Context: an optimization exercise on an open-source flow, tuned for small area. The choices shown serve that exercise and are no tape-out recipe.
In this exercise RTL edits were held to simulation tests only and were not proved equivalent to the original.
Power and IR drop assume default switching activity.

==> inputs of job 7649 <==
==> flow/design.v <==
module CounterGrp
(
	input clk100khz,
	input rst,
	input mode_set,
	input inc,
	input dec,
	output [3: 0] msb_h,
	output [3: 0] lsb_h,
	output [3: 0] msb_m,
	output [3: 0] lsb_m,
	output [3: 0] msb_s,
	output [3: 0] lsb_s,
	output reg [1: 0] mode_flag
);
	reg clk1hz;
	reg [15: 0] clk1hz_cnt;
	reg mode_set_pre;
	wire c_m, c_s;
	wire inc_h_real = (mode_flag == 2'd3 && ~inc) | c_m;
	wire inc_m_real = (mode_flag == 2'd2 && ~inc) | c_s;
	wire inc_s_real = (mode_flag == 2'd1 && ~inc) | clk1hz;
	wire dec_h_real = mode_flag == 2'd3 && ~dec;
	wire dec_m_real = mode_flag == 2'd2 && ~dec;
	wire dec_s_real = mode_flag == 2'd1 && ~dec;
	Counter #(.max_num(23)) ch(.*, .inc(inc_h_real), .dec(dec_h_real), .msb(msb_h), .lsb(lsb_h), .c());
	Counter #(.max_num(59)) cm(.*, .inc(inc_m_real), .dec(dec_m_real), .msb(msb_m), .lsb(lsb_m), .c(c_m));
	Counter #(.max_num(59)) cs(.*, .inc(inc_s_real), .dec(dec_s_real), .msb(msb_s), .lsb(lsb_s), .c(c_s));
	always@(posedge clk100khz)
		if(rst)
		begin
			clk1hz_cnt <= 0;
			clk1hz <= 0;
		end
		else if(clk1hz_cnt == 16'd50000)
		begin
			clk1hz_cnt <= 0;
			clk1hz <= ~clk1hz;
		end
		else
			clk1hz_cnt <= clk1hz_cnt + 1'b1;
	always@(posedge clk100khz)
	begin
		if(rst)
			mode_flag <= 0;
		else if(mode_set_pre && !mode_set)   
			mode_flag <= mode_flag + 1'b1;
		mode_set_pre <= rst | mode_set;
	end
endmodule
module Counter
	#(parameter integer max_num = 59)
(
	input clk100khz,
	input rst,
	input inc,
	input dec,
	output reg [3: 0] msb,
	output reg [3: 0] lsb,
	output reg c
);
	localparam [3: 0] max_msb = max_num / 10;
	localparam [3: 0] max_lsb = max_num % 10;
	reg inc_pre;
	reg dec_pre;
	always@(posedge clk100khz)
	begin
		if(rst)
		begin
			msb <= 0;
			lsb <= 0;
			c <= 0;
		end
		else if(inc && !inc_pre)   
		begin
			if(msb == max_msb && lsb == max_lsb)
			begin
				msb <= 0;
				lsb <= 0;
				c <= 1;
			end
			else if(lsb == 4'd9)
			begin
				lsb <= 0;
				msb <= msb + 1'b1;
				c <= 0;
			end
			else
			begin
				lsb <= lsb + 1'b1;
				c <= 0;
			end
		end
		else if(dec && !dec_pre)   
		begin
			if(msb == 4'b0 && lsb == 4'b0)
			begin
				msb <= max_msb;
				lsb <= max_lsb;
			end
			else if(lsb == 4'b0)
			begin
				msb <= msb - 1'b1;
				lsb <= 4'd9;
			end
			else
				lsb <= lsb - 1'b1;
			c <= 0;
		end
		inc_pre <= rst ? 1'b0 : inc;
		dec_pre <= rst ? 1'b0 : dec;
	end
endmodule
module KeyFilter
(
	input clk100khz,
	input rst,
	input mode_set_o,
	input inc_o,
	input dec_o,
	output reg mode_set,
	output reg inc,
	output reg dec
);
	reg mode_set_buff;
	reg inc_buff;
	reg dec_buff;
	reg [8: 0] clk100hz_cnt;
	always@(posedge clk100khz)
	begin
		if(rst)
		begin
			clk100hz_cnt <= 0;
			mode_set <= 1;
			inc <= 1;
			dec <= 1;
			mode_set_buff <= 1;
			inc_buff <= 1;
			dec_buff <= 1;
		end
		else if(clk100hz_cnt == 9'd500)
		begin
			clk100hz_cnt <= 0;
			mode_set <= mode_set_buff;
			inc <= inc_buff;
			dec <= dec_buff;
			mode_set_buff <= 1;
			inc_buff <= 1;
			dec_buff <= 1;
		end
		else
		begin
			clk100hz_cnt <= clk100hz_cnt + 1'b1;
			mode_set_buff <= mode_set_buff & mode_set_o;
			inc_buff <= inc_buff & inc_o;
			dec_buff <= dec_buff & dec_o;
		end
	end
endmodule
module LedOutput
(
	input clk100khz,
	input rst,
	input [23: 0] digits,   
	input [1: 0] mode_flag,
	output wire [5: 0] scan,
	output wire [7: 0] dout
);
	function automatic [7: 0] led_num(input [3: 0] d);
		case(d)
			4'd0: led_num = 8'b00111111;   
			4'd1: led_num = 8'b00000110;
			4'd2: led_num = 8'b01011011;
			4'd3: led_num = 8'b01001111;
			4'd4: led_num = 8'b01100110;   
			4'd5: led_num = 8'b01101101;
			4'd6: led_num = 8'b01111101;
			4'd7: led_num = 8'b00000111;
			4'd8: led_num = 8'b01111111;   
			4'd9: led_num = 8'b01101111;
			default: led_num = 8'b0;
		endcase
	endfunction
	localparam [1: 0] SHOW_0 = 2'd0, SHOW_1 = 2'd1, HIDE = 2'd2;
	reg [2: 0] led_choice;
	reg [36: 0] state_cnt;
	reg [1: 0] state;
	wire [3: 0] curDigit =
		led_choice == 3'd0 ? digits[23: 20] :
		led_choice == 3'd1 ? digits[19: 16] :
		led_choice == 3'd2 ? digits[15: 12] :
		led_choice == 3'd3 ? digits[11: 8] :
		led_choice == 3'd4 ? digits[7: 4] :
		digits[3: 0];
	wire [7: 0] rawDigit = led_num(curDigit);
	wire shouldPutDot = led_choice == 3'd1 || led_choice == 3'd3;
	wire shouldHideDigit = state == HIDE && mode_flag == ~led_choice[2: 1];
	wire [7: 0] hidedDigit = shouldHideDigit ? 8'b0 : rawDigit;
	assign scan = 6'h20 >> led_choice;
	assign dout = shouldPutDot ? hidedDigit | 8'h80   : hidedDigit;
	always@(posedge clk100khz)
	if(rst)
	begin
		state <= SHOW_0;
		state_cnt <= 0;
		led_choice <= 0;
	end
	else
	begin
		if(state_cnt == 37'd33333)   
		begin
			state <=
				state == SHOW_0 ? SHOW_1 :
				state == SHOW_1 ? HIDE :
				SHOW_0;
			state_cnt <= 0;
		end
		else
			state_cnt <= state_cnt + 1'b1;
		led_choice <= led_choice == 3'd5 ? 3'b0 : led_choice + 1'b1;
	end
endmodule
module TopEntity
(
	input clk100khz,
	input rst,
	input mode_set_o,
	input inc_o,
	input dec_o,
	output wire [5: 0] scan,
	output wire [7: 0] dout
);
	wire mode_set, inc, dec;
	wire [3: 0] msb_h, lsb_h, msb_m, lsb_m, msb_s, lsb_s;
	wire [23: 0] digits;
	wire [1: 0] mode_flag;
	assign digits = {msb_h, lsb_h, msb_m, lsb_m, msb_s, lsb_s};
	KeyFilter keyFilter(.*);
	CounterGrp CounterGrp(.*);
	LedOutput ledOutput(.*);
endmodule
==> flow/run.sh <==
#!/bin/bash
# synth_recipe.tcl (not shown) runs the flow's synth.tcl, then flattens the netlist and writes it again
# the make line also repeats each setting of config.mk as NAME=value (left out here)
make -C /OpenROAD-flow-scripts/flow DESIGN_CONFIG=/design/flow/config.mk WORK_HOME=/design/flow/orfs CLKGATE_MAP_FILE= SYNTH_SCRIPT=/design/flow/synth_recipe.tcl finish
==> flow/config.mk <==
export PLATFORM = sky130hd
export DESIGN_NAME = TopEntity
export DESIGN_NICKNAME = TopEntity
export VERILOG_FILES = /design/flow/design.v
export SDC_FILE = /design/flow/constraint.sdc
export NUM_CORES = 4
export LEC_CHECK = 0
export CAP_MARGIN = 20
export CORE_MARGIN = 2
export CORE_UTILIZATION = 40
export SLEW_MARGIN = 20
==> flow/constraint.sdc <==
create_clock -name core_clock -period 10.0 [get_ports {clk100khz}]
set_input_delay 2.0000 -clock core_clock [delete_from_list [all_inputs] [get_ports {clk100khz}]]
set_output_delay 2.0000 -clock core_clock [all_outputs]
set_load 0.01 [all_outputs]
==> job 2656: changes against job 7649 <==
==> flow/design.v (replaced) <==
module CounterGrp
(
	input clk100khz,
	input rst,
	input mode_set,
	input inc,
	input dec,
	input clk1hz,
	output [3: 0] msb_h,
	output [3: 0] lsb_h,
	output [3: 0] msb_m,
	output [3: 0] lsb_m,
	output [3: 0] msb_s,
	output [3: 0] lsb_s,
	output reg [1: 0] mode_flag
);
	reg mode_set_pre;
	wire c_m, c_s;
	wire inc_h_real = (mode_flag == 2'd3 && ~inc) | c_m;
	wire inc_m_real = (mode_flag == 2'd2 && ~inc) | c_s;
	wire inc_s_real = (mode_flag == 2'd1 && ~inc) | clk1hz;
	wire dec_h_real = mode_flag == 2'd3 && ~dec;
	wire dec_m_real = mode_flag == 2'd2 && ~dec;
	wire dec_s_real = mode_flag == 2'd1 && ~dec;
	Counter #(.max_num(23), .msb_w(2)) ch(.*, .inc(inc_h_real), .dec(dec_h_real), .msb(msb_h), .lsb(lsb_h), .c());
	Counter #(.max_num(59), .msb_w(3)) cm(.*, .inc(inc_m_real), .dec(dec_m_real), .msb(msb_m), .lsb(lsb_m), .c(c_m));
	Counter #(.max_num(59), .msb_w(3)) cs(.*, .inc(inc_s_real), .dec(dec_s_real), .msb(msb_s), .lsb(lsb_s), .c(c_s));
	always@(posedge clk100khz)
	begin
		if(rst)
			mode_flag <= 0;
		else if(mode_set_pre && !mode_set)   
			mode_flag <= mode_flag + 1'b1;
		mode_set_pre <= rst | mode_set;
	end
endmodule
module Counter
	#(parameter integer max_num = 59, parameter integer msb_w = 3)
(
	input clk100khz,
	input rst,
	input inc,
	input dec,
	output [3: 0] msb,
	output reg [3: 0] lsb,
	output reg c
);
	localparam hours = max_num == 23;
	reg [msb_w - 1: 0] m;
	reg inc_pre;
	reg dec_pre;
	assign msb = m;
	wire [3: 0] l = lsb;
	wire inc_e = inc & ~inc_pre;
	wire dec_e = dec & ~dec_pre;
	wire l9 = l[3] & l[0];
	wire l0 = ~(l[3] | l[2] | l[1] | l[0]);
	wire m0 = ~|m;
	wire at_max = hours ? m[msb_w - 1] & l[1] & l[0] : m[2] & m[0] & l9;
	wire [3: 0] l_up = {(l[3] & ~l[0]) | (l[2] & l[1] & l[0]), l[2] ^ (l[1] & l[0]),
		(l[1] ^ l[0]) & ~l[3], ~l[0]};
	wire [3: 0] l_dn = {(l[3] & l[0]) | l0, (l[2] & (l[1] | l[0])) | (l[3] & ~l[0]),
		~(l[1] ^ l[0]) & ~l0, ~l[0]};
	wire [msb_w - 1: 0] m_up, m_dn;
	generate
		if(hours)
		begin : g_h
			assign m_up = {m[0], ~m[1] & ~m[0]};
			assign m_dn = {m0, m[1]};
		end
		else
		begin : g_ms
			assign m_up = {(m[2] & ~m[0]) | (m[1] & m[0]), (m[1] ^ m[0]) & ~m[2], ~m[0]};
			assign m_dn = {(m[2] & m[0]) | m0, (m[1] & m[0]) | (m[2] & ~m[0]), ~m[0]};
		end
	endgenerate
	always@(posedge clk100khz)
	begin
		if(rst)
		begin
			m <= 0;
			lsb <= 0;
			c <= 0;
		end
		else if(inc_e)
		begin
			lsb <= (hours && at_max) ? 4'd0 : l_up;
			if(l9 | at_max)
				m <= m_up;
			c <= at_max;
		end
		else if(dec_e)
		begin
			lsb <= (hours && m0 && l0) ? 4'd3 : l_dn;
			if(l0)
				m <= m_dn;
			c <= 0;
		end
		inc_pre <= rst ? 1'b0 : inc;
		dec_pre <= rst ? 1'b0 : dec;
	end
endmodule
module KeyFilter
(
	input clk100khz,
	input rst,
	input phase2,
	input mode_set_o,
	input inc_o,
	input dec_o,
	output reg mode_set,
	output reg inc,
	output reg dec
);
	reg mode_set_buff;
	reg inc_buff;
	reg dec_buff;
	reg [7: 0] lfsr;
	wire last167 = (lfsr & 8'hd3) == 8'h00;
	wire wrap = last167 & phase2;
	always@(posedge clk100khz)
	begin
		if(rst | last167)
			lfsr <= 8'h0e;
		else
			lfsr <= {lfsr[6: 0], ~(lfsr[7] ^ lfsr[2])};
		if(rst)
		begin
			mode_set <= 1;
			inc <= 1;
			dec <= 1;
			mode_set_buff <= 1;
			inc_buff <= 1;
			dec_buff <= 1;
		end
		else if(wrap)
		begin
			mode_set <= mode_set_buff;
			inc <= inc_buff;
			dec <= dec_buff;
			mode_set_buff <= 1;
			inc_buff <= 1;
			dec_buff <= 1;
		end
		else
		begin
			mode_set_buff <= mode_set_buff & mode_set_o;
			inc_buff <= inc_buff & inc_o;
			dec_buff <= dec_buff & dec_o;
		end
	end
endmodule
module LedOutput
(
	input clk100khz,
	input rst,
	input [23: 0] digits,   
	input [1: 0] mode_flag,
	output wire [5: 0] scan,
	output wire [7: 0] dout,
	output wire clk1hz,
	output wire phase2
);
	function automatic [6: 0] led_num(input [3: 0] d);
		case(d)
			4'd0: led_num = 7'b0111111;   
			4'd1: led_num = 7'b0000110;
			4'd2: led_num = 7'b1011011;
			4'd3: led_num = 7'b1001111;
			4'd4: led_num = 7'b1100110;   
			4'd5: led_num = 7'b1101101;
			4'd6: led_num = 7'b1111101;
			4'd7: led_num = 7'b0000111;
			4'd8: led_num = 7'b1111111;   
			4'd9: led_num = 7'b1101111;
			default: led_num = 7'bx;
		endcase
	endfunction
	reg [2: 0] ptr;
	reg [2: 0] tick;
	reg [14: 0] lfsr;
	wire [5: 0] p1h = {~ptr[1] & ptr[2], ~ptr[0] & ptr[1], ptr[0] & ptr[2],
		~ptr[2] & ptr[1], ptr[0] & ~ptr[1], ~ptr[0] & ~ptr[2]};
	wire last16667 = (lfsr & 15'h1e3f) == 15'h1e3e;
	assign phase2 = p1h[2] | p1h[5];
	assign clk1hz = tick[2];
	wire hide = tick[2] & ~tick[0];
	wire [3: 0] curDigit =
		({4{p1h[0]}} & digits[23: 20]) |
		({4{p1h[1]}} & digits[19: 16]) |
		({4{p1h[2]}} & digits[15: 12]) |
		({4{p1h[3]}} & digits[11: 8]) |
		({4{p1h[4]}} & digits[7: 4]) |
		({4{p1h[5]}} & digits[3: 0]);
	wire field =
		(mode_flag == 2'd3 & (p1h[0] | p1h[1])) |
		(mode_flag == 2'd2 & (p1h[2] | p1h[3])) |
		(mode_flag == 2'd1 & (p1h[4] | p1h[5]));
	assign scan = {p1h[0], p1h[1], p1h[2], p1h[3], p1h[4], p1h[5]};
	assign dout = {p1h[1] | p1h[3], (hide & field) ? 7'b0 : led_num(curDigit)};
	always@(posedge clk100khz)
	if(rst)
	begin
		ptr <= 0;
		tick <= 0;
		lfsr <= 15'h0849;
	end
	else
	begin
		ptr <= {ptr[1: 0], ~ptr[2]};
		if(last16667)
		begin
			lfsr <= 15'h0849;
			tick <= {tick[1: 0], ~tick[2]};
		end
		else
			lfsr <= {lfsr[13: 0], ~(lfsr[14] ^ lfsr[6])};
	end
endmodule
module TopEntity
(
	input clk100khz,
	input rst,
	input mode_set_o,
	input inc_o,
	input dec_o,
	output wire [5: 0] scan,
	output wire [7: 0] dout
);
	wire mode_set, inc, dec;
	wire [3: 0] msb_h, lsb_h, msb_m, lsb_m, msb_s, lsb_s;
	wire [23: 0] digits;
	wire [1: 0] mode_flag;
	wire clk1hz;      
	wire phase2;      
	assign digits = {msb_h, lsb_h, msb_m, lsb_m, msb_s, lsb_s};
	KeyFilter keyFilter(.*);
	CounterGrp CounterGrp(.*);
	LedOutput ledOutput(.*);
endmodule
- CTS_CLUSTER_DIAMETER: default -> 300
- CTS_CLUSTER_SIZE: default -> 40
==> notes.md <==
| metric | job 7649 | job 2656 |
|---|---|---|
| Status | finished clean | finished clean |
| Min cycle time layout | 5.45 ns | 5.32 ns |
| Worst hold path startpoint | keyFilter.inc_buff | keyFilter.lfsr[5] |
| Cell area after placement | 0.00629 sq mm | 0.00345 sq mm |
| Net count after synthesis | 775 | 384 |
| Maximum cell stage delay along the critical path | 0.65 ns | 0.55 ns |
| Clock sink count | 109 | 66 |
| Arrival @ worst endpoint | 3.45 ns | 3.32 ns |
| Dpl ws | 4.94 ns | 5.07 ns |
| Insertion delay to the later sink of the worst-skew pair | 0.35 ns | 0.34 ns |
| Die width | 126 microns | 93.5 microns |
| Number of flip-flops and latches in the synthesized netlist | 109 | 66 |
| Net Switching | 225 uW | 128 uW |
| Unique masters post-synth | 64 | 54 |
| Root buffer selected by CTS | sky130_fd_sc_hd__clkbuf_16 | sky130_fd_sc_hd__clkbuf_8 |
| Slowest-stage cell, CP | sky130_fd_sc_hd__dfxtp_1 | sky130_fd_sc_hd__clkdlybuf4s50_1 |
| # placed instances | 914 | 470 |

[port drivers added, routing unchanged]
The flow's constraints put no driver on any port. The routed layouts listed below were extracted and timed again, unchanged, in two steps. Step 1: set_driving_cell puts a clkbuf_16 on clk100khz and a buf_2 on each other input, an assumption about the parent block. Step 2 times the ports against the registers' clock, not the clock port: input delays grow and output delays shrink by t, the midpoint of the rising clock arrivals with the driver on. a / b / c = ideal ports / drivers / drivers and shift; a / b = the first two.
run	t, ns	slack for setup (ns)	hold WS [ns]	clock arrival spread, ns	worst slew at a driven data input, ns
job 7649	0.389	4.546 / 4.506 / 4.895	0.461 / 0.461 / 0.461	0.010 / 0.011	0.04
job 2656	0.362	4.677 / 4.648 / 5.010	0.430 / 0.430 / 0.430	0.006 / 0.006	0.03
After both steps setup and hold are still met in every run listed.
